This design comes from an exercise in tuning for small area and a short achievable clock period on the open sky130 flow, not from production work.
At most, simulation tests tie the RTL to the original design; equivalence was not proved.
Only the layout flow was run in run 2; the RTL was not checked for function there.
Power is estimated from default activity; no workload was simulated.

## flow/design.v (module list and top-level ports; edited modules follow where they fit)
// module fir_low_pass_filter: 880 lines
// module fir_fa: 6 lines
// module fir_ha: 6 lines
// module fir_han: 6 lines
// module fir_add16: 60 lines
// module fir_inv: 5 lines
// module fir_mul3: 35 lines
// module fir_addlo: 6 lines
// module fir_addlot: 9 lines
// module fir_gt8: 18 lines
// module fir_ones7: 5 lines
// module fir_inc7: 5 lines
module fir_low_pass_filter(Data_out, Data_in, clk, rst);
  // ...
==> flow/flow/run.sh <==
#!/bin/bash
set -euo pipefail
export BUFFER_PORTS_ARGS="-buffer_cell sky130_fd_sc_hd__buf_4"
export CTS_ARGS="-sink_clustering_enable -repair_clock_nets -sink_clustering_size 32 -sink_clustering_max_diameter 80 -buf_list {sky130_fd_sc_hd__clkbuf_8 sky130_fd_sc_hd__clkbuf_16} -dont_use_dummy_load"
bash standard.sh finish > layout.log 2>&1
==> flow/standard.sh <==
#!/bin/bash
# synth_recipe.tcl (not shown) runs the flow's synth.tcl, then flattens the netlist and writes it again
# the make line also repeats each setting of config.mk as NAME=value (left out here)
make -C /OpenROAD-flow-scripts/flow DESIGN_CONFIG=/design/flow/config.mk WORK_HOME=/design/flow/orfs CLKGATE_MAP_FILE= SYNTH_SCRIPT=/design/flow/synth_recipe.tcl "${@:-finish}"
==> flow/config.mk <==
export PLATFORM = sky130hd
export DESIGN_NAME = fir_low_pass_filter
export DESIGN_NICKNAME = fir_low_pass_filter
export VERILOG_FILES = /design/flow/design.v
export SDC_FILE = /design/flow/constraint.sdc
export NUM_CORES = 4
export LEC_CHECK = 0
export CAP_MARGIN = 20
export CORE_MARGIN = 2
export CORE_UTILIZATION = 40
export CTS_BUF_LIST = sky130_fd_sc_hd__clkbuf_8 sky130_fd_sc_hd__clkbuf_16
export CTS_CLUSTER_DIAMETER = 80
export CTS_CLUSTER_SIZE = 32
export SLEW_MARGIN = 20
export SYNTH_HIERARCHICAL = 1
==> flow/constraint.sdc <==
create_clock -name core_clock -period 11.0 [get_ports {clk}]
set_input_delay 2.2000 -clock core_clock [delete_from_list [all_inputs] [get_ports {clk}]]
set_output_delay 2.2000 -clock core_clock [all_outputs]
set_load 0.01 [all_outputs]
==> impl_metrics.yaml, run 1 <==
grt:
  grt_pass1_vias: 8960
  grtUsageMet1: 0.200
  grt-ovfl-total: 0
  track_usage: 0.147
  use_met3: 0.0233
  met2_usage: 0.247
  grt.busiest_layer: "met2"
power_and_ir_drop:
  switchingPower_w: 0.000482
  seq_power_share: 0.597
  pwr-share-clk: 0.318
  comb_power_w: 0.000178
  p_per_area_nw_per_um2: 125
  clk-power_w: 0.000663
finish:
  final_cells: 1828
  nets: 1632
  fin_area_sq_um: 16600
  n_clock_buffer: 18
  multi_input_gates: 794
  drive_above_1_share: 0.0527
  area_delta_synth_final_pct: 6.45
outcome:
  status: "finished clean"
clocking:
  max-clock-path-buffers: 3
  postCtsSetupBuffers: 0
  path_clk_slew_ns: 0.11
  cts_tree: "done"
routing:
  wire_per_inst_um: 15.0
  ant_nets: 0
  wl_met1_um: 13000
worst_setup_path:
  startpoint: "T[5]"
  worstPathCellList: "xor2_1 -> buf_4"
  cp.arrival_ns: 1.11
yosys:
  synth_warnings: 7
  synthCells: 1295
sta:
  setup_ws_ns: 7.69
  min_period_ns: 3.31
  finalMaxSlewViolations: 0
  hold_viol: 0
  hold-worst-slack_ns: 0.341
flow_run:
  maxCapViolCount: 0
placement:
  placed_area_sq_um: 16200
  post-place-ws_ns: 7.19
==> module fir_low_pass_filter, before the edit <==
module fir_low_pass_filter(Data_out, Data_in, clk, rst);
  output [15:0] Data_out;
  input [7:0] Data_in;
  input clk, rst;
  reg [7:0] x1;
  reg [7:0] x2;
  reg [7:0] x3;
  reg [7:0] x4;
  reg [7:0] x5;
  reg [7:0] x6;
  reg [7:0] x7;
  reg [7:0] x8;
  reg [7:0] x9;
  reg [7:0] x10;
  reg [7:0] x11;
  reg [7:0] x12;
  reg [7:0] x13;
  reg [7:0] x14;
  reg [7:0] x15;
  reg [7:0] x16;
  reg [7:0] x17;
  reg [7:0] x18;
  reg [7:0] x19;
  reg [7:0] x20;
  reg [7:0] x21;
  reg [7:0] x22;
  reg [7:0] x23;
  reg [7:0] x24;
  reg [7:0] x25;
  reg [7:0] x26;
  reg [14:0] P2a;
  reg [13:0] P2b;
  reg [12:0] P2c;
  reg [15:0] Pa;
  reg [15:0] Pb;
  reg [15:0] Q;
  reg [9:0] V;
  reg [8:0] Y;
  reg [6:0] YH;
  reg [6:0] T;
  wire hs1, hc1;
  fir_ha u_ha1 (.a(x12[0]), .b(x12[3]), .s(hs1), .co(hc1));
  wire fs2, fc2;
  fir_fa u_fa2 (.a(x12[0]), .b(x12[1]), .c(x12[4]), .s(fs2), .co(fc2));
  wire fs3, fc3;
  fir_fa u_fa3 (.a(x14[0]), .b(x23[3]), .c(x25[4]), .s(fs3), .co(fc3));
  wire fs4, fc4;
  fir_fa u_fa4 (.a(x10[0]), .b(x10[2]), .c(x10[3]), .s(fs4), .co(fc4));
  wire hs5, hc5;
  fir_ha u_ha5 (.a(x25[5]), .b(x9[0]), .s(hs5), .co(hc5));
  wire fs6, fc6;
  fir_fa u_fa6 (.a(x12[1]), .b(x12[2]), .c(x12[5]), .s(fs6), .co(fc6));
  wire fs7, fc7;
  fir_fa u_fa7 (.a(x14[1]), .b(x23[4]), .c(x25[5]), .s(fs7), .co(fc7));
  wire fs8, fc8;
  fir_fa u_fa8 (.a(x10[1]), .b(x10[3]), .c(x10[4]), .s(fs8), .co(fc8));
  wire fs9, fc9;
  fir_fa u_fa9 (.a(x11[1]), .b(x11[2]), .c(x11[5]), .s(fs9), .co(fc9));
  wire fs10, fc10;
  fir_fa u_fa10 (.a(x22[5]), .b(x24[4]), .c(x26[5]), .s(fs10), .co(fc10));
  wire fs11, fc11;
  fir_fa u_fa11 (.a(x12[2]), .b(x12[3]), .c(x12[6]), .s(fs11), .co(fc11));
  wire fs12, fc12;
  fir_fa u_fa12 (.a(x14[2]), .b(x23[5]), .c(x25[6]), .s(fs12), .co(fc12));
  wire fs13, fc13;
  fir_fa u_fa13 (.a(x10[2]), .b(x10[4]), .c(x10[5]), .s(fs13), .co(fc13));
  wire fs14, fc14;
  fir_fa u_fa14 (.a(x11[2]), .b(x11[3]), .c(x11[6]), .s(fs14), .co(fc14));
  wire fs15, fc15;
  fir_fa u_fa15 (.a(x22[6]), .b(x24[5]), .c(x26[6]), .s(fs15), .co(fc15));
  wire hs16, hc16;
  fir_ha u_ha16 (.a(x25[7]), .b(x9[2]), .s(hs16), .co(hc16));
  wire fs17, fc17;
  fir_fa u_fa17 (.a(x12[3]), .b(x12[4]), .c(x12[7]), .s(fs17), .co(fc17));
  wire fs18, fc18;
  fir_fa u_fa18 (.a(x14[3]), .b(x23[6]), .c(x25[7]), .s(fs18), .co(fc18));
  wire fs19, fc19;
  fir_fa u_fa19 (.a(x10[3]), .b(x10[5]), .c(x10[6]), .s(fs19), .co(fc19));
  wire fs20, fc20;
  fir_fa u_fa20 (.a(x11[3]), .b(x11[4]), .c(x11[7]), .s(fs20), .co(fc20));
  wire fs21, fc21;
  fir_fa u_fa21 (.a(x22[7]), .b(x24[6]), .c(x26[7]), .s(fs21), .co(fc21));
  wire fs22, fc22;
  fir_fa u_fa22 (.a(x12[4]), .b(x12[5]), .c(x14[4]), .s(fs22), .co(fc22));
  wire fs23, fc23;
  fir_fa u_fa23 (.a(x10[4]), .b(x10[6]), .c(x10[7]), .s(fs23), .co(fc23));
  wire fs24, fc24;
  fir_fa u_fa24 (.a(x12[1]), .b(x23[0]), .c(x25[1]), .s(fs24), .co(fc24));
  wire fs25, fc25;
  fir_fa u_fa25 (.a(x12[2]), .b(x23[1]), .c(x25[2]), .s(fs25), .co(fc25));
  wire fs26, fc26;
  fir_fa u_fa26 (.a(x10[0]), .b(x10[1]), .c(x11[2]), .s(fs26), .co(fc26));
  wire fs27, fc27;
  fir_fa u_fa27 (.a(x23[2]), .b(x25[3]), .c(x25[4]), .s(fs27), .co(fc27));
  wire fs28, fc28;
  fir_fa u_fa28 (.a(x10[1]), .b(x10[2]), .c(x11[0]), .s(fs28), .co(fc28));
  wire fs29, fc29;
  fir_fa u_fa29 (.a(x11[3]), .b(x22[3]), .c(x24[2]), .s(fs29), .co(fc29));
  wire fs30, fc30;
  fir_fa u_fa30 (.a(x11[0]), .b(x11[1]), .c(x11[4]), .s(fs30), .co(fc30));
  wire fs31, fc31;
  fir_fa u_fa31 (.a(x22[4]), .b(x24[3]), .c(x26[4]), .s(fs31), .co(fc31));
  wire fs32, fc32;
  fir_fa u_fa32 (.a(hc1), .b(hs5), .c(fs2), .s(fs32), .co(fc32));
  wire hs33, hc33;
  fir_han u_ha33 (.a(x7[3]), .b(x7[5]), .s(hs33), .co(hc33));
  wire fs34, fc34;
  fir_fa u_fa34 (.a(x25[6]), .b(x9[1]), .c(hc5), .s(fs34), .co(fc34));
  wire fs35, fc35;
  fir_fa u_fa35 (.a(x7[4]), .b(x7[6]), .c(fc4), .s(fs35), .co(fc35));
  wire fs36, fc36;
  fir_fa u_fa36 (.a(fc2), .b(fc3), .c(fs6), .s(fs36), .co(fc36));
  wire fs37, fc37;
  fir_fa u_fa37 (.a(fs10), .b(fs8), .c(fs9), .s(fs37), .co(fc37));
  wire fs38, fc38;
  fir_fa u_fa38 (.a(hs16), .b(fc6), .c(fc7), .s(fs38), .co(fc38));
  wire fs39, fc39;
  fir_fa u_fa39 (.a(x7[5]), .b(x7[7]), .c(fc10), .s(fs39), .co(fc39));
  wire fs40, fc40;
  fir_fa u_fa40 (.a(fc8), .b(fc9), .c(fs13), .s(fs40), .co(fc40));
  wire fs41, fc41;
  fir_fa u_fa41 (.a(fs11), .b(fs12), .c(~fs14), .s(fs41), .co(fc41));
  wire fs42, fc42;
  fir_fa u_fa42 (.a(x9[3]), .b(hc16), .c(fc11), .s(fs42), .co(fc42));
  wire fs43, fc43;
  fir_fa u_fa43 (.a(x7[6]), .b(fc13), .c(fc14), .s(fs43), .co(fc43));
  wire fs44, fc44;
  fir_fa u_fa44 (.a(fc12), .b(fs17), .c(fs18), .s(fs44), .co(fc44));
  wire fs45, fc45;
  fir_fa u_fa45 (.a(fc15), .b(fs19), .c(fs20), .s(fs45), .co(fc45));
  wire fs46, fc46;
  fir_fa u_fa46 (.a(x11[4]), .b(x11[5]), .c(x24[7]), .s(fs46), .co(fc46));
  wire fs47, fc47;
  fir_fa u_fa47 (.a(x23[7]), .b(x9[4]), .c(fc17), .s(fs47), .co(fc47));
  wire fs48, fc48;
  fir_fa u_fa48 (.a(x7[7]), .b(fc19), .c(fc20), .s(fs48), .co(fc48));
  wire fs49, fc49;
  fir_fa u_fa49 (.a(fc18), .b(~fc21), .c(fs22), .s(fs49), .co(fc49));
  wire fs50, fc50;
  fir_fa u_fa50 (.a(x12[5]), .b(x12[6]), .c(x14[5]), .s(fs50), .co(fc50));
  wire fs51, fc51;
  fir_fa u_fa51 (.a(x10[5]), .b(x10[7]), .c(x11[5]), .s(fs51), .co(fc51));
  wire hs52, hc52;
  fir_ha u_ha52 (.a(x9[5]), .b(fc22), .s(hs52), .co(hc52));
  wire hs53, hc53;
  fir_ha u_ha53 (.a(x12[6]), .b(x12[7]), .s(hs53), .co(hc53));
  wire hs54, hc54;
  fir_ha u_ha54 (.a(x12[0]), .b(x25[0]), .s(hs54), .co(hc54));
  wire fs55, fc55;
  fir_fa u_fa55 (.a(x10[0]), .b(x11[1]), .c(x22[1]), .s(fs55), .co(fc55));
  wire fs56, fc56;
  fir_fa u_fa56 (.a(x24[0]), .b(x26[1]), .c(x7[0]), .s(fs56), .co(fc56));
  wire fs57, fc57;
  fir_fa u_fa57 (.a(x22[2]), .b(x24[1]), .c(x26[2]), .s(fs57), .co(fc57));
  wire fs58, fc58;
  fir_fa u_fa58 (.a(x25[3]), .b(fc24), .c(fs25), .s(fs58), .co(fc58));
  wire hs59, hc59;
  fir_han u_ha59 (.a(x7[1]), .b(x7[3]), .s(hs59), .co(hc59));
  wire fs60, fc60;
  fir_fa u_fa60 (.a(x26[3]), .b(x7[2]), .c(x7[4]), .s(fs60), .co(fc60));
  wire fs61, fc61;
  fir_fa u_fa61 (.a(hs1), .b(fc25), .c(fs27), .s(fs61), .co(fc61));
  wire fs62, fc62;
  fir_fa u_fa62 (.a(fc26), .b(fs28), .c(fs29), .s(fs62), .co(fc62));
  wire fs63, fc63;
  fir_fa u_fa63 (.a(hs33), .b(fc27), .c(fs3), .s(fs63), .co(fc63));
  wire fs64, fc64;
  fir_fa u_fa64 (.a(fc28), .b(fc29), .c(fs30), .s(fs64), .co(fc64));
  wire fs65, fc65;
  fir_fa u_fa65 (.a(fs31), .b(fs4), .c(~fs32), .s(fs65), .co(fc65));
  wire fs66, fc66;
  fir_fa u_fa66 (.a(hc33), .b(fs7), .c(fs34), .s(fs66), .co(fc66));
  wire fs67, fc67;
  fir_fa u_fa67 (.a(fc30), .b(fc31), .c(fs35), .s(fs67), .co(fc67));
  wire fs68, fc68;
  fir_fa u_fa68 (.a(fc32), .b(fs36), .c(~fs37), .s(fs68), .co(fc68));
  wire fs69, fc69;
  fir_fa u_fa69 (.a(fc34), .b(fc36), .c(fs38), .s(fs69), .co(fc69));
  wire fs70, fc70;
  fir_fa u_fa70 (.a(fs15), .b(fc35), .c(fc37), .s(fs70), .co(fc70));
  wire fs71, fc71;
  fir_fa u_fa71 (.a(fs39), .b(fs40), .c(~fs41), .s(fs71), .co(fc71));
  wire fs72, fc72;
  fir_fa u_fa72 (.a(fc38), .b(fc41), .c(fs42), .s(fs72), .co(fc72));
  wire fs73, fc73;
  fir_fa u_fa73 (.a(fs21), .b(fc39), .c(fc40), .s(fs73), .co(fc73));
  wire fs74, fc74;
  fir_fa u_fa74 (.a(fs43), .b(~fs44), .c(fs45), .s(fs74), .co(fc74));
  wire fs75, fc75;
  fir_fa u_fa75 (.a(fs23), .b(fs46), .c(fc43), .s(fs75), .co(fc75));
  wire fs76, fc76;
  fir_fa u_fa76 (.a(fc42), .b(fc44), .c(fs47), .s(fs76), .co(fc76));
  wire fs77, fc77;
  fir_fa u_fa77 (.a(fc45), .b(fs48), .c(~fs49), .s(fs77), .co(fc77));
  wire fs78, fc78;
  fir_fa u_fa78 (.a(x11[6]), .b(fc23), .c(fc46), .s(fs78), .co(fc78));
  wire fs79, fc79;
  fir_fa u_fa79 (.a(fs50), .b(hs52), .c(fc47), .s(fs79), .co(fc79));
  wire fs80, fc80;
  fir_fa u_fa80 (.a(fs51), .b(fc48), .c(~fc49), .s(fs80), .co(fc80));
  wire fs81, fc81;
  fir_fa u_fa81 (.a(x10[6]), .b(x11[6]), .c(x11[7]), .s(fs81), .co(fc81));
  wire fs82, fc82;
  fir_fa u_fa82 (.a(x14[6]), .b(x9[6]), .c(hs53), .s(fs82), .co(fc82));
  wire fs83, fc83;
  fir_fa u_fa83 (.a(fc50), .b(~fc51), .c(hc52), .s(fs83), .co(fc83));
  wire fs84, fc84;
  fir_fa u_fa84 (.a(x12[7]), .b(x14[7]), .c(x9[7]), .s(fs84), .co(fc84));
  wire hs85, hc85;
  fir_han u_ha85 (.a(x10[7]), .b(x11[7]), .s(hs85), .co(hc85));
  wire fs86, fc86;
  fir_fa u_fa86 (.a(x11[0]), .b(x22[0]), .c(x26[0]), .s(fs86), .co(fc86));
  wire fs87, fc87;
  fir_fa u_fa87 (.a(x25[2]), .b(hc54), .c(fs24), .s(fs87), .co(fc87));
  wire hs88, hc88;
  fir_han u_ha88 (.a(x7[2]), .b(fs55), .s(hs88), .co(hc88));
  wire fs89, fc89;
  fir_fa u_fa89 (.a(fc55), .b(fc56), .c(fs26), .s(fs89), .co(fc89));
  wire fs90, fc90;
  fir_fa u_fa90 (.a(hs59), .b(~fs57), .c(fs58), .s(fs90), .co(fc90));
  wire fs91, fc91;
  fir_fa u_fa91 (.a(hc59), .b(fc58), .c(fs61), .s(fs91), .co(fc91));
  wire fs92, fc92;
  fir_fa u_fa92 (.a(fc57), .b(fs60), .c(fs62), .s(fs92), .co(fc92));
  wire fs93, fc93;
  fir_fa u_fa93 (.a(fc60), .b(fc62), .c(fs64), .s(fs93), .co(fc93));
  wire fs94, fc94;
  fir_fa u_fa94 (.a(fc61), .b(fs63), .c(~fs65), .s(fs94), .co(fc94));
  wire fs95, fc95;
  fir_fa u_fa95 (.a(fc64), .b(fc65), .c(fs67), .s(fs95), .co(fc95));
  wire fs96, fc96;
  fir_fa u_fa96 (.a(fc63), .b(fs66), .c(fs68), .s(fs96), .co(fc96));
  wire fs97, fc97;
  fir_fa u_fa97 (.a(fc66), .b(fc68), .c(fs69), .s(fs97), .co(fc97));
  wire fs98, fc98;
  fir_fa u_fa98 (.a(fc67), .b(fs70), .c(fs71), .s(fs98), .co(fc98));
  wire fs99, fc99;
  fir_fa u_fa99 (.a(fc70), .b(fc71), .c(fs73), .s(fs99), .co(fc99));
  wire fs100, fc100;
  fir_fa u_fa100 (.a(fc69), .b(fs72), .c(~fs74), .s(fs100), .co(fc100));
  wire fs101, fc101;
  fir_fa u_fa101 (.a(fc73), .b(fs75), .c(fc74), .s(fs101), .co(fc101));
  wire fs102, fc102;
  fir_fa u_fa102 (.a(fc72), .b(fs76), .c(~fs77), .s(fs102), .co(fc102));
  wire fs103, fc103;
  fir_fa u_fa103 (.a(fs78), .b(fc75), .c(fc77), .s(fs103), .co(fc103));
  wire fs104, fc104;
  fir_fa u_fa104 (.a(fc76), .b(fs79), .c(~fs80), .s(fs104), .co(fc104));
  wire fs105, fc105;
  fir_fa u_fa105 (.a(fs82), .b(fs83), .c(fc79), .s(fs105), .co(fc105));
  wire fs106, fc106;
  fir_fa u_fa106 (.a(fs81), .b(fc78), .c(fc80), .s(fs106), .co(fc106));
  wire fs107, fc107;
  fir_fa u_fa107 (.a(hc53), .b(hs85), .c(fs84), .s(fs107), .co(fc107));
  wire fs108, fc108;
  fir_fa u_fa108 (.a(~fc81), .b(fc82), .c(fc83), .s(fs108), .co(fc108));
  wire hs109, hc109;
  fir_ha u_ha109 (.a(x25[1]), .b(hs54), .s(hs109), .co(hc109));
  wire fs110, fc110;
  fir_fa u_fa110 (.a(fc86), .b(fs56), .c(~hs88), .s(fs110), .co(fc110));
  wire fs111, fc111;
  fir_fa u_fa111 (.a(hc88), .b(fc87), .c(fs90), .s(fs111), .co(fc111));
  wire fs112, fc112;
  fir_fa u_fa112 (.a(~fc89), .b(fc90), .c(fs91), .s(fs112), .co(fc112));
  wire fs113, fc113;
  fir_fa u_fa113 (.a(~fc91), .b(fc92), .c(fs93), .s(fs113), .co(fc113));
  wire fs114, fc114;
  fir_fa u_fa114 (.a(fc93), .b(~fc94), .c(fs95), .s(fs114), .co(fc114));
  wire fs115, fc115;
  fir_fa u_fa115 (.a(~fc95), .b(fc96), .c(fs97), .s(fs115), .co(fc115));
  wire fs116, fc116;
  fir_fa u_fa116 (.a(~fc97), .b(fc98), .c(fs99), .s(fs116), .co(fc116));
  wire fs117, fc117;
  fir_fa u_fa117 (.a(fc99), .b(~fc100), .c(fs101), .s(fs117), .co(fc117));
  wire fs118, fc118;
  fir_fa u_fa118 (.a(fc101), .b(~fc102), .c(fs103), .s(fs118), .co(fc118));
  wire fs119, fc119;
  fir_fa u_fa119 (.a(~fs105), .b(fs106), .c(fc103), .s(fs119), .co(fc119));
  wire fs120, fc120;
  fir_fa u_fa120 (.a(fs107), .b(fs108), .c(fc105), .s(fs120), .co(fc120));
  wire fs121, fc121;
  fir_fa u_fa121 (.a(hc85), .b(fc84), .c(fc107), .s(fs121), .co(fc121));
  wire hs122, hc122;
  fir_ha u_ha122 (.a(P2a[3]), .b(P2b[3]), .s(hs122), .co(hc122));
  wire fs123, fc123;
  fir_fa u_fa123 (.a(P2a[4]), .b(x14[1]), .c(x14[2]), .s(fs123), .co(fc123));
  wire fs124, fc124;
  fir_fa u_fa124 (.a(x16[0]), .b(x16[3]), .c(x17[2]), .s(fs124), .co(fc124));
  wire fs125, fc125;
  fir_fa u_fa125 (.a(P2b[5]), .b(x14[0]), .c(x14[2]), .s(fs125), .co(fc125));
  wire fs126, fc126;
  fir_fa u_fa126 (.a(x14[3]), .b(x16[1]), .c(x16[4]), .s(fs126), .co(fc126));
  wire fs127, fc127;
  fir_fa u_fa127 (.a(x17[3]), .b(x17[5]), .c(x2[4]), .s(fs127), .co(fc127));
  wire fs128, fc128;
  fir_fa u_fa128 (.a(P2a[6]), .b(P2c[5]), .c(x14[1]), .s(fs128), .co(fc128));
  wire fs129, fc129;
  fir_fa u_fa129 (.a(x14[3]), .b(x14[4]), .c(x16[2]), .s(fs129), .co(fc129));
  wire fs130, fc130;
  fir_fa u_fa130 (.a(x16[5]), .b(x17[4]), .c(x17[6]), .s(fs130), .co(fc130));
  wire hs131, hc131;
  fir_ha u_ha131 (.a(x2[5]), .b(x9[2]), .s(hs131), .co(hc131));
  wire fs132, fc132;
  fir_fa u_fa132 (.a(P2a[7]), .b(P2b[7]), .c(x14[2]), .s(fs132), .co(fc132));
  wire fs133, fc133;
  fir_fa u_fa133 (.a(x14[4]), .b(x14[5]), .c(x16[3]), .s(fs133), .co(fc133));
  wire fs134, fc134;
  fir_fa u_fa134 (.a(x16[6]), .b(x17[5]), .c(x17[7]), .s(fs134), .co(fc134));
  wire fs135, fc135;
  fir_fa u_fa135 (.a(x2[6]), .b(x9[3]), .c(x9[6]), .s(fs135), .co(fc135));
  wire fs136, fc136;
  fir_fa u_fa136 (.a(P2c[7]), .b(x14[3]), .c(x14[5]), .s(fs136), .co(fc136));
  wire fs137, fc137;
  fir_fa u_fa137 (.a(x14[6]), .b(x16[4]), .c(x16[7]), .s(fs137), .co(fc137));
  wire fs138, fc138;
  fir_fa u_fa138 (.a(x17[6]), .b(x2[7]), .c(x9[4]), .s(fs138), .co(fc138));
  wire hs139, hc139;
  fir_han u_ha139 (.a(P2a[8]), .b(P2b[8]), .s(hs139), .co(hc139));
  wire fs140, fc140;
  fir_fa u_fa140 (.a(P2b[9]), .b(P2c[8]), .c(x14[4]), .s(fs140), .co(fc140));
  wire fs141, fc141;
  fir_fa u_fa141 (.a(x14[6]), .b(x14[7]), .c(x16[5]), .s(fs141), .co(fc141));
  wire hs142, hc142;
  fir_ha u_ha142 (.a(P2a[1]), .b(P2b[1]), .s(hs142), .co(hc142));
  wire fs143, fc143;
  fir_fa u_fa143 (.a(P2c[1]), .b(x14[0]), .c(x16[1]), .s(fs143), .co(fc143));
  wire fs144, fc144;
  fir_fa u_fa144 (.a(x17[0]), .b(x17[2]), .c(x2[1]), .s(fs144), .co(fc144));
  wire fs145, fc145;
  fir_fa u_fa145 (.a(x14[0]), .b(x14[1]), .c(x16[2]), .s(fs145), .co(fc145));
  wire fs146, fc146;
  fir_fa u_fa146 (.a(x17[1]), .b(x17[3]), .c(x2[2]), .s(fs146), .co(fc146));
  wire hs147, hc147;
  fir_ha u_ha147 (.a(x9[2]), .b(hs122), .s(hs147), .co(hc147));
  wire fs148, fc148;
  fir_fa u_fa148 (.a(x17[4]), .b(x2[3]), .c(x9[0]), .s(fs148), .co(fc148));
  wire fs149, fc149;
  fir_fa u_fa149 (.a(x9[3]), .b(hc122), .c(fs123), .s(fs149), .co(fc149));
  wire fs150, fc150;
  fir_fa u_fa150 (.a(P2b[4]), .b(P2c[3]), .c(~fs124), .s(fs150), .co(fc150));
  wire fs151, fc151;
  fir_fa u_fa151 (.a(x9[1]), .b(x9[4]), .c(fc123), .s(fs151), .co(fc151));
  wire fs152, fc152;
  fir_fa u_fa152 (.a(fc124), .b(fs125), .c(fs126), .s(fs152), .co(fc152));
  wire fs153, fc153;
  fir_fa u_fa153 (.a(P2a[5]), .b(P2c[4]), .c(~fs127), .s(fs153), .co(fc153));
  wire fs154, fc154;
  fir_fa u_fa154 (.a(x9[5]), .b(hs131), .c(fc125), .s(fs154), .co(fc154));
  wire fs155, fc155;
  fir_fa u_fa155 (.a(fc126), .b(fc127), .c(fs128), .s(fs155), .co(fc155));
  wire fs156, fc156;
  fir_fa u_fa156 (.a(~P2b[6]), .b(fs129), .c(fs130), .s(fs156), .co(fc156));
  wire fs157, fc157;
  fir_fa u_fa157 (.a(hc131), .b(fc128), .c(fc129), .s(fs157), .co(fc157));
  wire fs158, fc158;
  fir_fa u_fa158 (.a(fc130), .b(fs132), .c(fs133), .s(fs158), .co(fc158));
  wire fs159, fc159;
  fir_fa u_fa159 (.a(~P2c[6]), .b(fs134), .c(fs135), .s(fs159), .co(fc159));
  wire fs160, fc160;
  fir_fa u_fa160 (.a(x9[7]), .b(hs139), .c(fc132), .s(fs160), .co(fc160));
  wire fs161, fc161;
  fir_fa u_fa161 (.a(fc133), .b(fc134), .c(fc135), .s(fs161), .co(fc161));
  wire fs162, fc162;
  fir_fa u_fa162 (.a(fs136), .b(fs137), .c(fs138), .s(fs162), .co(fc162));
  wire fs163, fc163;
  fir_fa u_fa163 (.a(x17[7]), .b(x9[5]), .c(hc139), .s(fs163), .co(fc163));
  wire fs164, fc164;
  fir_fa u_fa164 (.a(fc136), .b(fc137), .c(fc138), .s(fs164), .co(fc164));
  wire fs165, fc165;
  fir_fa u_fa165 (.a(~P2a[9]), .b(fs140), .c(fs141), .s(fs165), .co(fc165));
  wire fs166, fc166;
  fir_fa u_fa166 (.a(P2b[10]), .b(P2c[9]), .c(x14[5]), .s(fs166), .co(fc166));
  wire fs167, fc167;
  fir_fa u_fa167 (.a(x14[7]), .b(x16[6]), .c(x9[6]), .s(fs167), .co(fc167));
  wire fs168, fc168;
  fir_fa u_fa168 (.a(~P2a[10]), .b(fc140), .c(fc141), .s(fs168), .co(fc168));
  wire fs169, fc169;
  fir_fa u_fa169 (.a(P2b[11]), .b(P2c[10]), .c(x14[6]), .s(fs169), .co(fc169));
  wire hs170, hc170;
  fir_ha u_ha170 (.a(x16[7]), .b(x9[7]), .s(hs170), .co(hc170));
  wire fs171, fc171;
  fir_fa u_fa171 (.a(x16[0]), .b(x17[1]), .c(x2[0]), .s(fs171), .co(fc171));
  wire fs172, fc172;
  fir_fa u_fa172 (.a(x9[1]), .b(hc142), .c(fs143), .s(fs172), .co(fc172));
  wire hs173, hc173;
  fir_han u_ha173 (.a(P2a[2]), .b(P2b[2]), .s(hs173), .co(hc173));
  wire fs174, fc174;
  fir_fa u_fa174 (.a(fc143), .b(fc144), .c(fs145), .s(fs174), .co(fc174));
  wire fs175, fc175;
  fir_fa u_fa175 (.a(~P2c[2]), .b(fs146), .c(hs147), .s(fs175), .co(fc175));
  wire fs176, fc176;
  fir_fa u_fa176 (.a(fc145), .b(fc146), .c(fs148), .s(fs176), .co(fc176));
  wire fs177, fc177;
  fir_fa u_fa177 (.a(hc147), .b(fs149), .c(~fs150), .s(fs177), .co(fc177));
  wire fs178, fc178;
  fir_fa u_fa178 (.a(fc148), .b(fc149), .c(fs151), .s(fs178), .co(fc178));
  wire fs179, fc179;
  fir_fa u_fa179 (.a(fc150), .b(~fs152), .c(fs153), .s(fs179), .co(fc179));
  wire fs180, fc180;
  fir_fa u_fa180 (.a(fc151), .b(fc152), .c(fs154), .s(fs180), .co(fc180));
  wire fs181, fc181;
  fir_fa u_fa181 (.a(~fc153), .b(fs155), .c(fs156), .s(fs181), .co(fc181));
  wire fs182, fc182;
  fir_fa u_fa182 (.a(fc154), .b(fc155), .c(fc156), .s(fs182), .co(fc182));
  wire fs183, fc183;
  fir_fa u_fa183 (.a(fs157), .b(fs158), .c(fs159), .s(fs183), .co(fc183));
  wire fs184, fc184;
  fir_fa u_fa184 (.a(fc157), .b(fc158), .c(fc159), .s(fs184), .co(fc184));
  wire fs185, fc185;
  fir_fa u_fa185 (.a(fs160), .b(fs161), .c(fs162), .s(fs185), .co(fc185));
  wire fs186, fc186;
  fir_fa u_fa186 (.a(fs163), .b(fc160), .c(fc161), .s(fs186), .co(fc186));
  wire fs187, fc187;
  fir_fa u_fa187 (.a(fc162), .b(fs164), .c(fs165), .s(fs187), .co(fc187));
  wire fs188, fc188;
  fir_fa u_fa188 (.a(fs166), .b(fs167), .c(fc163), .s(fs188), .co(fc188));
  wire fs189, fc189;
  fir_fa u_fa189 (.a(fc164), .b(fc165), .c(fs168), .s(fs189), .co(fc189));
  wire fs190, fc190;
  fir_fa u_fa190 (.a(hs170), .b(fc166), .c(fc167), .s(fs190), .co(fc190));
  wire fs191, fc191;
  fir_fa u_fa191 (.a(~P2a[11]), .b(fs169), .c(fc168), .s(fs191), .co(fc191));
  wire fs192, fc192;
  fir_fa u_fa192 (.a(P2a[12]), .b(P2c[11]), .c(x14[7]), .s(fs192), .co(fc192));
  wire fs193, fc193;
  fir_fa u_fa193 (.a(~P2b[12]), .b(hc170), .c(fc169), .s(fs193), .co(fc193));
  wire hs194, hc194;
  fir_han u_ha194 (.a(P2a[13]), .b(P2b[13]), .s(hs194), .co(hc194));
  wire hs195, hc195;
  fir_ha u_ha195 (.a(1'b0), .b(P2b[0]), .s(hs195), .co(hc195));
  wire fs196, fc196;
  fir_fa u_fa196 (.a(x9[0]), .b(hs142), .c(fs171), .s(fs196), .co(fc196));
  wire fs197, fc197;
  fir_fa u_fa197 (.a(hs173), .b(fc171), .c(fs144), .s(fs197), .co(fc197));
  wire fs198, fc198;
  fir_fa u_fa198 (.a(hc173), .b(fc172), .c(fs174), .s(fs198), .co(fc198));
  wire fs199, fc199;
  fir_fa u_fa199 (.a(fc174), .b(fs176), .c(fc175), .s(fs199), .co(fc199));
  wire fs200, fc200;
  fir_fa u_fa200 (.a(fc176), .b(fc177), .c(fs178), .s(fs200), .co(fc200));
  wire fs201, fc201;
  fir_fa u_fa201 (.a(fc178), .b(fs180), .c(fs181), .s(fs201), .co(fc201));
  wire fs202, fc202;
  fir_fa u_fa202 (.a(fc180), .b(fc181), .c(fs182), .s(fs202), .co(fc202));
  wire fs203, fc203;
  fir_fa u_fa203 (.a(fc182), .b(fc183), .c(fs184), .s(fs203), .co(fc203));
  wire fs204, fc204;
  fir_fa u_fa204 (.a(fc184), .b(fs186), .c(fc185), .s(fs204), .co(fc204));
  wire fs205, fc205;
  fir_fa u_fa205 (.a(fs188), .b(fc186), .c(fc187), .s(fs205), .co(fc205));
  wire fs206, fc206;
  fir_fa u_fa206 (.a(fs190), .b(fc188), .c(fc189), .s(fs206), .co(fc206));
  wire fs207, fc207;
  fir_fa u_fa207 (.a(fs192), .b(fc190), .c(fs193), .s(fs207), .co(fc207));
  wire fs208, fc208;
  fir_fa u_fa208 (.a(hs194), .b(fc192), .c(fc193), .s(fs208), .co(fc208));
  wire fs209, fc209;
  fir_fa u_fa209 (.a(1'b0), .b(1'b0), .c(hc194), .s(fs209), .co(fc209));
  wire hs210, hc210;
  fir_ha u_ha210 (.a(1'b0), .b(1'b0), .s(hs210), .co(hc210));
  wire hs211, hc211;
  fir_ha u_ha211 (.a(x17[0]), .b(hs195), .s(hs211), .co(hc211));
  wire fs212, fc212;
  fir_fa u_fa212 (.a(~P2c[0]), .b(hc195), .c(fs196), .s(fs212), .co(fc212));
  wire fs213, fc213;
  fir_fa u_fa213 (.a(fc196), .b(fs172), .c(fs197), .s(fs213), .co(fc213));
  wire fs214, fc214;
  fir_fa u_fa214 (.a(fc197), .b(fs175), .c(fs198), .s(fs214), .co(fc214));
  wire fs215, fc215;
  fir_fa u_fa215 (.a(fc198), .b(fs177), .c(fs199), .s(fs215), .co(fc215));
  wire fs216, fc216;
  fir_fa u_fa216 (.a(~fs179), .b(fc199), .c(fs200), .s(fs216), .co(fc216));
  wire fs217, fc217;
  fir_fa u_fa217 (.a(~fc179), .b(fc200), .c(fs201), .s(fs217), .co(fc217));
  wire fs218, fc218;
  fir_fa u_fa218 (.a(fs183), .b(fc201), .c(fs202), .s(fs218), .co(fc218));
  wire fs219, fc219;
  fir_fa u_fa219 (.a(fs185), .b(fc202), .c(fs203), .s(fs219), .co(fc219));
  wire fs220, fc220;
  fir_fa u_fa220 (.a(fs187), .b(fc203), .c(fs204), .s(fs220), .co(fc220));
  wire fs221, fc221;
  fir_fa u_fa221 (.a(fs189), .b(fc204), .c(fs205), .s(fs221), .co(fc221));
  wire fs222, fc222;
  fir_fa u_fa222 (.a(fs191), .b(fs206), .c(fc205), .s(fs222), .co(fc222));
  wire fs223, fc223;
  fir_fa u_fa223 (.a(fc191), .b(fs207), .c(fc206), .s(fs223), .co(fc223));
  wire fs224, fc224;
  fir_fa u_fa224 (.a(~P2c[12]), .b(fc207), .c(fs208), .s(fs224), .co(fc224));
  wire fs225, fc225;
  fir_fa u_fa225 (.a(~P2a[14]), .b(fs209), .c(fc208), .s(fs225), .co(fc225));
  wire fs226, fc226;
  fir_fa u_fa226 (.a(1'b0), .b(hs210), .c(fc209), .s(fs226), .co(fc226));
  wire hs227, hc227;
  fir_han u_ha227 (.a(Pa[2]), .b(Pb[2]), .s(hs227), .co(hc227));
  wire fs228, fc228;
  fir_fa u_fa228 (.a(Pa[3]), .b(Pb[3]), .c(x1[1]), .s(fs228), .co(fc228));
  wire fs229, fc229;
  fir_fa u_fa229 (.a(Pa[4]), .b(Pb[4]), .c(x1[2]), .s(fs229), .co(fc229));
  wire fs230, fc230;
  fir_fa u_fa230 (.a(Pa[5]), .b(Pb[5]), .c(x1[3]), .s(fs230), .co(fc230));
  wire fs231, fc231;
  fir_fa u_fa231 (.a(Pa[6]), .b(Pb[6]), .c(x1[4]), .s(fs231), .co(fc231));
  wire fs232, fc232;
  fir_fa u_fa232 (.a(Pa[7]), .b(Pb[7]), .c(x1[5]), .s(fs232), .co(fc232));
  wire fs233, fc233;
  fir_fa u_fa233 (.a(Pa[8]), .b(Pb[8]), .c(x1[6]), .s(fs233), .co(fc233));
  wire fs234, fc234;
  fir_fa u_fa234 (.a(Pa[9]), .b(Pb[9]), .c(x1[7]), .s(fs234), .co(fc234));
  wire hs235, hc235;
  fir_ha u_ha235 (.a(x2[0]), .b(hs227), .s(hs235), .co(hc235));
  wire fs236, fc236;
  fir_fa u_fa236 (.a(x2[1]), .b(hc227), .c(~fs228), .s(fs236), .co(fc236));
  wire fs237, fc237;
  fir_fa u_fa237 (.a(~x2[2]), .b(fc228), .c(fs229), .s(fs237), .co(fc237));
  wire fs238, fc238;
  fir_fa u_fa238 (.a(~x2[3]), .b(fc229), .c(fs230), .s(fs238), .co(fc238));
  wire fs239, fc239;
  fir_fa u_fa239 (.a(~x2[4]), .b(fc230), .c(fs231), .s(fs239), .co(fc239));
  wire fs240, fc240;
  fir_fa u_fa240 (.a(~x2[5]), .b(fc231), .c(fs232), .s(fs240), .co(fc240));
  wire fs241, fc241;
  fir_fa u_fa241 (.a(~x2[6]), .b(fc232), .c(fs233), .s(fs241), .co(fc241));
  wire fs242, fc242;
  fir_fa u_fa242 (.a(~x2[7]), .b(fc233), .c(fs234), .s(fs242), .co(fc242));
  wire fs243, fc243;
  fir_fa u_fa243 (.a(Pa[10]), .b(Pb[10]), .c(fc234), .s(fs243), .co(fc243));
  wire hs244, hc244;
  fir_han u_ha244 (.a(Pa[11]), .b(Pb[11]), .s(hs244), .co(hc244));
  wire hs245, hc245;
  fir_han u_ha245 (.a(Pa[12]), .b(Pb[12]), .s(hs245), .co(hc245));
  wire hs246, hc246;
  fir_han u_ha246 (.a(Pa[13]), .b(Pb[13]), .s(hs246), .co(hc246));
  wire hs247, hc247;
  fir_han u_ha247 (.a(Pa[14]), .b(Pb[14]), .s(hs247), .co(hc247));
  wire hs248, hc248;
  fir_han u_ha248 (.a(Pa[15]), .b(Pb[15]), .s(hs248), .co(hc248));
  wire [15:0] Q_sum;
  fir_add16 u_Q_add (.a({hc247, hc246, hc245, hc244, hs244, ~fc242, ~fc241, ~fc240, ~fc239, ~fc238, ~fc237, fc236, hc235, ~x1[0], ~Pa[1], Pa[0]}), .b({hs248, hs247, hs246, hs245, ~fc243, ~fs243, ~fs242, ~fs241, ~fs240, ~fs239, ~fs238, ~fs237, fs236, hs235, ~Pb[1], ~Pb[0]}), .s(Q_sum));
  wire [15:0] R;
  wire [9:0] V_n;
  fir_mul3 u_v (.d(Data_in), .v(V_n));
  fir_add16 u_r_add (.a(Q), .b({6'd0, V}), .s(R));
  wire [9:0] L_n;
  wire [6:0] K;
  fir_ones7 u_ones (.a(R[15:9]), .k(K));
  fir_addlo u_lo_add (.r(R[8:0]), .d(Data_in), .y(L_n));
  wire C9;
  fir_gt8 u_c9 (.a(Data_in), .r(R[8:1]), .gt(C9));
  wire rst_n;
  fir_inv u_rst_n (.a(rst), .y(rst_n));
  reg rq, rqn;
  always @(posedge clk) begin
    rq <= rst;
    rqn <= ~rst;
  end
  always @(posedge clk) begin
    if (rst) begin
      V[0] <= 1'h0;
      V[1] <= 1'h0;
      V[2] <= 1'h0;
      V[3] <= 1'h0;
      V[4] <= 1'h0;
      V[5] <= 1'h0;
      V[6] <= 1'h0;
      V[7] <= 1'h0;
      V[8] <= 1'h0;
      V[9] <= 1'h0;
      Y[0] <= 1'h0;
      Y[1] <= 1'h0;
      Y[2] <= 1'h0;
      Y[3] <= 1'h0;
      Y[4] <= 1'h0;
      Y[5] <= 1'h0;
      Y[6] <= 1'h0;
      Y[7] <= 1'h0;
      Y[8] <= 1'h0;
      YH[0] <= 1'h0;
      YH[1] <= 1'h0;
      YH[2] <= 1'h0;
      YH[3] <= 1'h0;
      YH[4] <= 1'h0;
      YH[5] <= 1'h0;
      YH[6] <= 1'h0;
      T[0] <= 1'h0;
      T[1] <= 1'h0;
      T[2] <= 1'h0;
      T[3] <= 1'h0;
      T[4] <= 1'h0;
      T[5] <= 1'h0;
      T[6] <= 1'h0;
    end else begin
      V[0] <= V_n[0];
      V[1] <= V_n[1];
      V[2] <= V_n[2];
      V[3] <= V_n[3];
      V[4] <= V_n[4];
      V[5] <= V_n[5];
      V[6] <= V_n[6];
      V[7] <= V_n[7];
      V[8] <= V_n[8];
      V[9] <= V_n[9];
      Y[0] <= L_n[0];
      Y[1] <= L_n[1];
      Y[2] <= L_n[2];
      Y[3] <= L_n[3];
      Y[4] <= L_n[4];
      Y[5] <= L_n[5];
      Y[6] <= L_n[6];
      Y[7] <= L_n[7];
      Y[8] <= L_n[8];
      YH[0] <= R[9];
      YH[1] <= R[10];
      YH[2] <= R[11];
      YH[3] <= R[12];
      YH[4] <= R[13];
      YH[5] <= R[14];
      YH[6] <= R[15];
      T[0] <= (C9 & K[0]);
      T[1] <= (C9 & K[1]);
      T[2] <= (C9 & K[2]);
      T[3] <= (C9 & K[3]);
      T[4] <= (C9 & K[4]);
      T[5] <= (C9 & K[5]);
      T[6] <= (C9 & K[6]);
    end
  end
  always @(posedge clk) begin
    if (!rst_n) begin
      x1 <= 8'hff;
    end else begin
      x1 <= ~Data_in;
    end
  end
  always @(posedge clk) begin
    if (rst | rq) begin
      Q[0] <= 1'h0;
      Q[1] <= 1'h0;
      Q[2] <= 1'h0;
      Q[3] <= 1'h0;
      Q[4] <= 1'h0;
      Q[5] <= 1'h0;
      Q[6] <= 1'h0;
      Q[7] <= 1'h0;
      Q[8] <= 1'h0;
      Q[9] <= 1'h0;
      Q[10] <= 1'h0;
      Q[11] <= 1'h0;
      Q[12] <= 1'h0;
      Q[13] <= 1'h0;
      Q[14] <= 1'h0;
      Q[15] <= 1'h0;
    end else begin
      Q[0] <= Q_sum[0];
      Q[1] <= Q_sum[1];
      Q[2] <= Q_sum[2];
      Q[3] <= Q_sum[3];
      Q[4] <= Q_sum[4];
      Q[5] <= Q_sum[5];
      Q[6] <= Q_sum[6];
      Q[7] <= Q_sum[7];
      Q[8] <= Q_sum[8];
      Q[9] <= Q_sum[9];
      Q[10] <= Q_sum[10];
      Q[11] <= Q_sum[11];
      Q[12] <= Q_sum[12];
      Q[13] <= Q_sum[13];
      Q[14] <= Q_sum[14];
      Q[15] <= Q_sum[15];
    end
  end
  always @(posedge clk) begin
    if (rq) begin
      x2 <= 8'h0;
      x4 <= 8'h0;
      x6 <= 8'h0;
      x9 <= 8'h0;
      x12 <= 8'h0;
      x14 <= 8'h0;
      x16 <= 8'h0;
      x17 <= 8'h0;
      x19 <= 8'h0;
      x21 <= 8'h0;
      x23 <= 8'h0;
      x25 <= 8'h0;
      P2a[1] <= 1'h0;
      P2a[3] <= 1'h0;
      P2a[4] <= 1'h0;
      P2a[6] <= 1'h0;
      P2a[7] <= 1'h0;
      P2a[12] <= 1'h0;
      P2b[0] <= 1'h0;
      P2b[1] <= 1'h0;
      P2b[3] <= 1'h0;
      P2b[5] <= 1'h0;
      P2b[7] <= 1'h0;
      P2b[9] <= 1'h0;
      P2b[10] <= 1'h0;
      P2b[11] <= 1'h0;
      P2c[1] <= 1'h0;
      P2c[5] <= 1'h0;
      P2c[7] <= 1'h0;
      P2c[8] <= 1'h0;
      P2c[9] <= 1'h0;
      P2c[10] <= 1'h0;
      P2c[11] <= 1'h0;
      Pa[0] <= 1'h0;
    end else begin
      x2 <= ~x1;
      x4 <= ~x3;
      x6 <= ~x5;
      x9 <= ~x8;
      x12 <= ~x11;
      x14 <= ~x13;
      x16 <= ~x15;
      x17 <= x16;
      x19 <= ~x18;
      x21 <= ~x20;
      x23 <= ~x22;
      x25 <= ~x24;
      P2a[1] <= ~x7[1];
      P2a[3] <= ~fs89;
      P2a[4] <= ~fs92;
      P2a[6] <= ~fc113;
      P2a[7] <= ~fs98;
      P2a[12] <= ~fc106;
      P2b[0] <= ~x7[0];
      P2b[1] <= ~fs86;
      P2b[3] <= ~fc110;
      P2b[5] <= ~fs113;
      P2b[7] <= ~fc114;
      P2b[9] <= ~fc116;
      P2b[10] <= ~fc117;
      P2b[11] <= ~fc118;
      P2c[1] <= ~fs110;
      P2c[5] <= ~fs114;
      P2c[7] <= ~fs116;
      P2c[8] <= ~fs117;
      P2c[9] <= ~fs118;
      P2c[10] <= ~fs119;
      P2c[11] <= ~fc119;
      Pa[0] <= ~P2a[0];
    end
  end
  always @(posedge clk) begin
    if (!rqn) begin
      x3 <= 8'hff;
      x5 <= 8'hff;
      x7 <= 8'hff;
      x8 <= 8'hff;
      x10 <= 8'hff;
      x11 <= 8'hff;
      x13 <= 8'hff;
      x15 <= 8'hff;
      x18 <= 8'hff;
      x20 <= 8'hff;
      x22 <= 8'hff;
      x24 <= 8'hff;
      x26 <= 8'hff;
      P2a[0] <= 1'h1;
      P2a[2] <= 1'h1;
      P2a[5] <= 1'h1;
      P2a[8] <= 1'h1;
      P2a[9] <= 1'h1;
      P2a[10] <= 1'h1;
      P2a[11] <= 1'h1;
      P2a[13] <= 1'h1;
      P2a[14] <= 1'h1;
      P2b[2] <= 1'h1;
      P2b[4] <= 1'h1;
      P2b[6] <= 1'h1;
      P2b[8] <= 1'h1;
      P2b[12] <= 1'h1;
      P2b[13] <= 1'h1;
      P2c[0] <= 1'h1;
      P2c[2] <= 1'h1;
      P2c[3] <= 1'h1;
      P2c[4] <= 1'h1;
      P2c[6] <= 1'h1;
      P2c[12] <= 1'h1;
      Pa[1] <= 1'h1;
      Pa[2] <= 1'h1;
      Pa[3] <= 1'h1;
      Pa[4] <= 1'h1;
      Pa[5] <= 1'h1;
      Pa[6] <= 1'h1;
      Pa[7] <= 1'h1;
      Pa[8] <= 1'h1;
      Pa[9] <= 1'h1;
      Pa[10] <= 1'h1;
      Pa[11] <= 1'h1;
      Pa[12] <= 1'h1;
      Pa[13] <= 1'h1;
      Pa[14] <= 1'h1;
      Pa[15] <= 1'h1;
      Pb[0] <= 1'h1;
      Pb[1] <= 1'h1;
      Pb[2] <= 1'h1;
      Pb[3] <= 1'h1;
      Pb[4] <= 1'h1;
      Pb[5] <= 1'h1;
      Pb[6] <= 1'h1;
      Pb[7] <= 1'h1;
      Pb[8] <= 1'h1;
      Pb[9] <= 1'h1;
      Pb[10] <= 1'h1;
      Pb[11] <= 1'h1;
      Pb[12] <= 1'h1;
      Pb[13] <= 1'h1;
      Pb[14] <= 1'h1;
      Pb[15] <= 1'h1;
    end else begin
      x3 <= ~x2;
      x5 <= ~x4;
      x7 <= ~x6;
      x8 <= x7;
      x10 <= ~x9;
      x11 <= x10;
      x13 <= ~x12;
      x15 <= ~x14;
      x18 <= ~x17;
      x20 <= ~x19;
      x22 <= ~x21;
      x24 <= ~x23;
      x26 <= ~x25;
      P2a[0] <= ~x25[0];
      P2a[2] <= ~hc109;
      P2a[5] <= ~fc112;
      P2a[8] <= ~fs100;
      P2a[9] <= ~fs102;
      P2a[10] <= ~fs104;
      P2a[11] <= ~fc104;
      P2a[13] <= ~fs121;
      P2a[14] <= ~fc121;
      P2b[2] <= ~fs87;
      P2b[4] <= ~fc111;
      P2b[6] <= ~fs96;
      P2b[8] <= ~fc115;
      P2b[12] <= ~fs120;
      P2b[13] <= ~fc108;
      P2c[0] <= ~hs109;
      P2c[2] <= ~fs111;
      P2c[3] <= ~fs112;
      P2c[4] <= ~fs94;
      P2c[6] <= ~fs115;
      P2c[12] <= ~fc120;
      Pa[1] <= ~hc211;
      Pa[2] <= ~fc212;
      Pa[3] <= ~fc213;
      Pa[4] <= ~fc214;
      Pa[5] <= ~fc215;
      Pa[6] <= ~fc216;
      Pa[7] <= ~fc217;
      Pa[8] <= ~fc218;
      Pa[9] <= ~fc219;
      Pa[10] <= ~fc220;
      Pa[11] <= ~fc221;
      Pa[12] <= ~fc222;
      Pa[13] <= ~fs224;
      Pa[14] <= ~fc224;
      Pa[15] <= ~fs226;
      Pb[0] <= ~hs211;
      Pb[1] <= ~fs212;
      Pb[2] <= ~fs213;
      Pb[3] <= ~fs214;
      Pb[4] <= ~fs215;
      Pb[5] <= ~fs216;
      Pb[6] <= ~fs217;
      Pb[7] <= ~fs218;
      Pb[8] <= ~fs219;
      Pb[9] <= ~fs220;
      Pb[10] <= ~fs221;
      Pb[11] <= ~fs222;
      Pb[12] <= ~fs223;
      Pb[13] <= ~fc223;
      Pb[14] <= ~fs225;
      Pb[15] <= ~fc225;
    end
  end
  assign Data_out = {YH ^ T, Y};
endmodule
==> run 2: changes to the inputs <==
--- a/flow/design.v
+++ b/flow/design.v
@@ -536,11 +536,11 @@
   wire hs248, hc248;
   fir_han u_ha248 (.a(Pa[15]), .b(Pb[15]), .s(hs248), .co(hc248));
   wire [15:0] Q_sum;
-  fir_add16 u_Q_add (.a({hc247, hc246, hc245, hc244, hs244, ~fc242, ~fc241, ~fc240, ~fc239, ~fc238, ~fc237, fc236, hc235, ~x1[0], ~Pa[1], Pa[0]}), .b({hs248, hs247, hs246, hs245, ~fc243, ~fs243, ~fs242, ~fs241, ~fs240, ~fs239, ~fs238, ~fs237, fs236, hs235, ~Pb[1], ~Pb[0]}), .s(Q_sum));
+  fir_cpa_Q u_Q_add (.a({hc247, hc246, hc245, hc244, hs244, ~fc242, ~fc241, ~fc240, ~fc239, ~fc238, ~fc237, fc236, hc235, ~x1[0], ~Pa[1], Pa[0]}), .b({hs248, hs247, hs246, hs245, ~fc243, ~fs243, ~fs242, ~fs241, ~fs240, ~fs239, ~fs238, ~fs237, fs236, hs235, ~Pb[1], ~Pb[0]}), .s(Q_sum));
   wire [15:0] R;
   wire [9:0] V_n;
   fir_mul3 u_v (.d(Data_in), .v(V_n));
-  fir_add16 u_r_add (.a(Q), .b({6'd0, V}), .s(R));
+  fir_addr u_r_add (.a(Q), .v(V), .s(R));
   wire [9:0] L_n;
   wire [6:0] K;
   fir_ones7 u_ones (.a(R[15:9]), .k(K));
@@ -897,12 +897,72 @@
   assign s = a ^ b;
   assign co = ~(a | b);
 endmodule
-module fir_add16(a, b, s);
+module fir_cpa_Q(a, b, s);
   input [15:0] a;
   input [15:0] b;
   output [15:0] s;
- wire [15:0] g0 = a & b;
- wire [15:0] p0 = a ^ b;
+ wire [15:0] g0 = {a[15], a[14], a[13], a[12], a[11], a[10], a[9], a[8], a[7], a[6], a[5], a[4], a[3], a[2], a[1], a[0]} & {b[15], b[14], b[13], b[12], b[11], b[10], b[9], b[8], b[7], b[6], b[5], b[4], b[3], b[2], b[1], b[0]};
+ wire [15:0] p0 = {a[15], a[14], a[13], a[12], a[11], a[10], a[9], a[8], a[7], a[6], a[5], a[4], a[3], a[2], a[1], a[0]} ^ {b[15], b[14], b[13], b[12], b[11], b[10], b[9], b[8], b[7], b[6], b[5], b[4], b[3], b[2], b[1], b[0]};
+ wire G1 = g0[1] | (p0[1] & g0[0]);
+ wire P1 = p0[1] & p0[0];
+ wire G2 = g0[3] | (p0[3] & g0[2]);
+ wire P2 = p0[3] & p0[2];
+ wire G3 = g0[5] | (p0[5] & g0[4]);
+ wire P3 = p0[5] & p0[4];
+ wire G4 = g0[7] | (p0[7] & g0[6]);
+ wire P4 = p0[7] & p0[6];
+ wire G5 = g0[9] | (p0[9] & g0[8]);
+ wire P5 = p0[9] & p0[8];
+ wire G6 = g0[11] | (p0[11] & g0[10]);
+ wire P6 = p0[11] & p0[10];
+ wire G7 = g0[13] | (p0[13] & g0[12]);
+ wire P7 = p0[13] & p0[12];
+ wire G8 = g0[15] | (p0[15] & g0[14]);
+ wire P8 = p0[15] & p0[14];
+ wire G9 = G2 | (P2 & G1);
+ wire P9 = P2 & P1;
+ wire G10 = G4 | (P4 & G3);
+ wire P10 = P4 & P3;
+ wire G11 = G6 | (P6 & G5);
+ wire P11 = P6 & P5;
+ wire G12 = G8 | (P8 & G7);
+ wire P12 = P8 & P7;
+ wire G13 = G10 | (P10 & G9);
+ wire P13 = P10 & P9;
+ wire G14 = G12 | (P12 & G11);
+ wire P14 = P12 & P11;
+ wire G15 = G14 | (P14 & G13);
+ wire P15 = P14 & P13;
+ wire G16 = g0[2] | (p0[2] & G1);
+ wire P16 = p0[2] & P1;
+ wire G17 = g0[4] | (p0[4] & G9);
+ wire P17 = p0[4] & P9;
+ wire G18 = G3 | (P3 & G9);
+ wire P18 = P3 & P9;
+ wire G19 = g0[6] | (p0[6] & G18);
+ wire P19 = p0[6] & P18;
+ wire G20 = g0[8] | (p0[8] & G13);
+ wire P20 = p0[8] & P13;
+ wire G21 = G5 | (P5 & G13);
+ wire P21 = P5 & P13;
+ wire G22 = g0[10] | (p0[10] & G21);
+ wire P22 = p0[10] & P21;
+ wire G23 = G11 | (P11 & G13);
+ wire P23 = P11 & P13;
+ wire G24 = g0[12] | (p0[12] & G23);
+ wire P24 = p0[12] & P23;
+ wire G25 = G7 | (P7 & G23);
+ wire P25 = P7 & P23;
+ wire G26 = g0[14] | (p0[14] & G25);
+ wire P26 = p0[14] & P25;
+  assign s = {(p0[15] ^ G26), (p0[14] ^ G25), (p0[13] ^ G24), (p0[12] ^ G23), (p0[11] ^ G22), (p0[10] ^ G21), (p0[9] ^ G20), (p0[8] ^ G13), (p0[7] ^ G19), (p0[6] ^ G18), (p0[5] ^ G17), (p0[4] ^ G9), (p0[3] ^ G16), (p0[2] ^ G1), (p0[1] ^ g0[0]), p0[0]};
+endmodule
+module fir_addr(a, v, s);
+  input [15:0] a;
+  input [9:0] v;
+  output [15:0] s;
+ wire [15:0] g0 = a & {6'd0, v};
+ wire [15:0] p0 = a ^ {6'd0, v};
  wire G1 = g0[1] | (p0[1] & g0[0]);
  wire P1 = p0[1] & p0[0];
  wire G2 = g0[3] | (p0[3] & g0[2]);
==> run 2 against run 1 <==
Net effect: first-iteration DRC count up 22%; area after synthesis decreased by 0.71%; global-route usage shrank 0.71 points; final cell count fell by 1.2%; worst hold slack worse by 0.017 ns; power decreased by 1.6%; design area fell by 1.0%; combinational power shrank 3%; die area is 0.70% lower; maximum frequency shrank 1.8%; still clean on timing, DRC and antenna; critical path type is now reg -> reg.
==> impl_metrics.yaml, run 2 <==
outcome:
  status: "finished clean"
grt:
  antenna_found_initial: 0
  grt_pass1_wl_um: 45100
  grt_max_degree: 98
  grt_pass1_vias: 8734
  track_usage: 0.139
  grt-ovfl-total: 0
worst_setup_path:
  worst-path-max-fanout: 3
  cp.arrival_ns: 3.77
  critical-path-max-stage-delay_ns: 0.51
  startpoint: "Pa[4]"
  worstSetupEndpointType: "register"
  worstSetupPathType: "reg -> reg"
  start_kind: "register"
  r2r_cells: 12
  reg2reg_from: "Pa[4]"
  crit_slowest_cell: "fa_1"
  cp.required_ns: 11.40
  path_common_cell: "fa_1"
  crit_end: "Q[15]"
  worstPathCellList: "fa_1 -> fa_1 -> inv_1 -> ha_1 -> a21oi_2 -> nand2_1 -> o21ai_1 -> a21oi_2 -> fa_1 -> xnor2_1 -> xnor2_1 -> nor3b_1"
  reg2reg_to: "Q[15]"
  rrSetupSlack_ns: 7.63
die:
  ios: 26
  rows: 72
  dieArea_sq_um: 40400
  start_util: 0.403
  die_x_um: 201
  fp.dieH_um: 201
  fp.coreArea_sq_um: 38500
sta:
  finalMaxSlewViolations: 0
  tightestPinTransition_ns: 1.01
  hold_viol: 0
  relSlewSlack: 0.327
  period_share: 0.306
  max_freq_ghz: 0.297
  setup_ws_ns: 7.63
  fin_skew_ns: 0.0374
  setup_viol: 0
  rsz0062_at_grt: "false"
  min_period_ns: 3.37
  finalSetupTns_ns: 0
routing:
  vias_per_cell: 4.41
  wire_per_inst_um: 14.8
  vias: 7966
  drt-initial-drc-count: 362
  ant_nets: 0
  drcViolationCount: 0
  drt-total-wl_um: 26800
  first_pass_iters: 4
clocking:
  root_buffer: "clkbuf_16"
  cts.sinks: 332
  htree_num_levels: 1
  postCtsSetupBuffers: 0
  max-clock-path-buffers: 3
  cts_buffers: 17
  ctsResizeCount: 0
  cts_hold_buf: 0
  insertion_delay_ns: 0.52
  path_clk_slew_ns: 0.11
  cts_tree: "done"
hold_path:
  hp-class: "reg -> reg"
  holdPathStages: 1
power_and_ir_drop:
  p_per_area_nw_per_um2: 125
  pwr-share-comb: 0.084
  switchingPower_w: 0.000470
  pwr-share-clk: 0.311
  seq_power_share: 0.605
  totalPowerFinal_w: 0.00205
  intPower_w: 0.00158
  switching_share: 0.229
  p_leak_nw: 7.44
  ir_worst_vdd_uv: 96.9
yosys:
  netlist_area_sq_um: 15500
  synth_warnings: 7
  postSynthAreaPerCell_sq_um: 12.1
  synthCells: 1282
finish:
  num-fill-cells: 3623
  drive_above_1_share: 0.0497
  regArea_sq_um: 6650
  nets: 1606
  diodes: 0
  multi_input_area_sq_um: 8020
  area_delta_synth_final_pct: 6.14
  layout_commonest_cell: "dfxtp_1"
  reg.largest.list: "Pa (16), Pb (16), Q (16)"
  final_cell_mix: "dfxtp_1, fa_1, nand2_1"
flow_run:
  maxCapViolCount: 0
placement:
  gp_congestion: 0.823
  hpwl_um: 20500
  post-place-ws_ns: 7.22
  port_buffers: 25
==> run 2: worst min path at each step <==
stage	startpoint	to	slack [ns]
3_3_place_gp	x4[5]	x5[5]	0.35
3_5_place_dp	x19[2]	x20[2]	0.35
2_1_floorplan	x19[0]	x20[0]	0.34
6_report	x21[5]	x22[5]	0.32
4_1_cts	x21[5]	x22[5]	0.33
5_1_grt	x6[3]	x7[3]	0.35
==> run 2: power by group through the flow <==
stage / sequential [W] / clock, W / combinational (W)
final: 0.00124 / 0.000637 / 0.000172
after detailed placement: 0.00127 / 0 / 0.000174
after global routing: 0.00125 / 0.000701 / 0.000196
after floorplan: 0.00126 / 0 / 0.000140
after global placement: 0.00127 / 0 / 0.000169
after CTS: 0.00124 / 0.000664 / 0.000175
==> run 2: final cells by class <==
class,count,area share
Inverter,135,0.0308
Tap cell,518,0.0394
Clock buffer,17,0.0258
Timing Repair Buffer,27,0.0123
Sequential cell,332,0.404
Multi-Input combinational cell,777,0.487
==> run 2: metrics by stage <==
step | area, sq um | hold slack [ns] | std cells | util
2_1_floorplan | 15500 | 0.343 | 1287 | -
3_3_place_gp | 16000 | 0.345 | 1789 | 0.417
3_5_place_dp | 16000 | 0.348 | 1789 | 0.417
4_1_cts | 16500 | 0.327 | 1806 | 0.428
5_1_grt | 16500 | 0.345 | 1806 | 0.428
6_report | 16500 | 0.324 | 1806 | 0.428
==> run 2: critical path, delay by kind of cell (launching register included) <==
family / cells / cell delay, ns
adders and majority gates: 4 / 1.66
AOI/OAI and AO/OA: 3 / 0.58
xor gates and xnor gates: 2 / 0.30
DFF: 1 / 0.33
buffers and inverters: 1 / 0.04
and+or+nand+nor: 2 / 0.33
==> run 2: metal layers <==
layer / wire, um / vias to the layer above / track usage / part of all wire
li1: - / 3876 / - / -
met1: 12800 / 4000 / 0.189 / 0.48
met2: 13000 / 64 / 0.244 / 0.48
met3: 633 / 26 / 0.0179 / 0.024
met4: 405 / 0 / 0.0225 / 0.015
met5: 0 / - / 0 / 0

==> what the ideal ports hide <==
The results above use ideal ports. As a check the final layouts listed here were re-extracted and re-timed, cells and wires unchanged.
Step 1: set_driving_cell puts a clkbuf_16 on clk and a buf_2 on each other input, an assumption about the parent block.
Step 2 adds t to the input delays and takes it off the output delays; t is the mean of the earliest and latest rising clock arrival at the registers after step 1. Input paths then give back, and output paths get back, about the clock's delay inside the block.
Slacks: no drivers / after step 1 / after step 2; pairs: no drivers / after step 1.
run	shift t [ns]	setup slack, ns	hold WS [ns]	slew at the worst register clock pin (ns)
run 1	0.566	7.689 / 7.638 / 7.159	0.341 / 0.341 / 0.341	0.11 / 0.11
run 2	0.549	7.629 / 7.611 / 7.211	0.324 / 0.324 / 0.324	0.11 / 0.11
After both steps setup and hold are still met in every run listed. The setup slack of run 1, which loses most, moves by -0.051 ns with the drivers and by -0.530 ns with both steps.
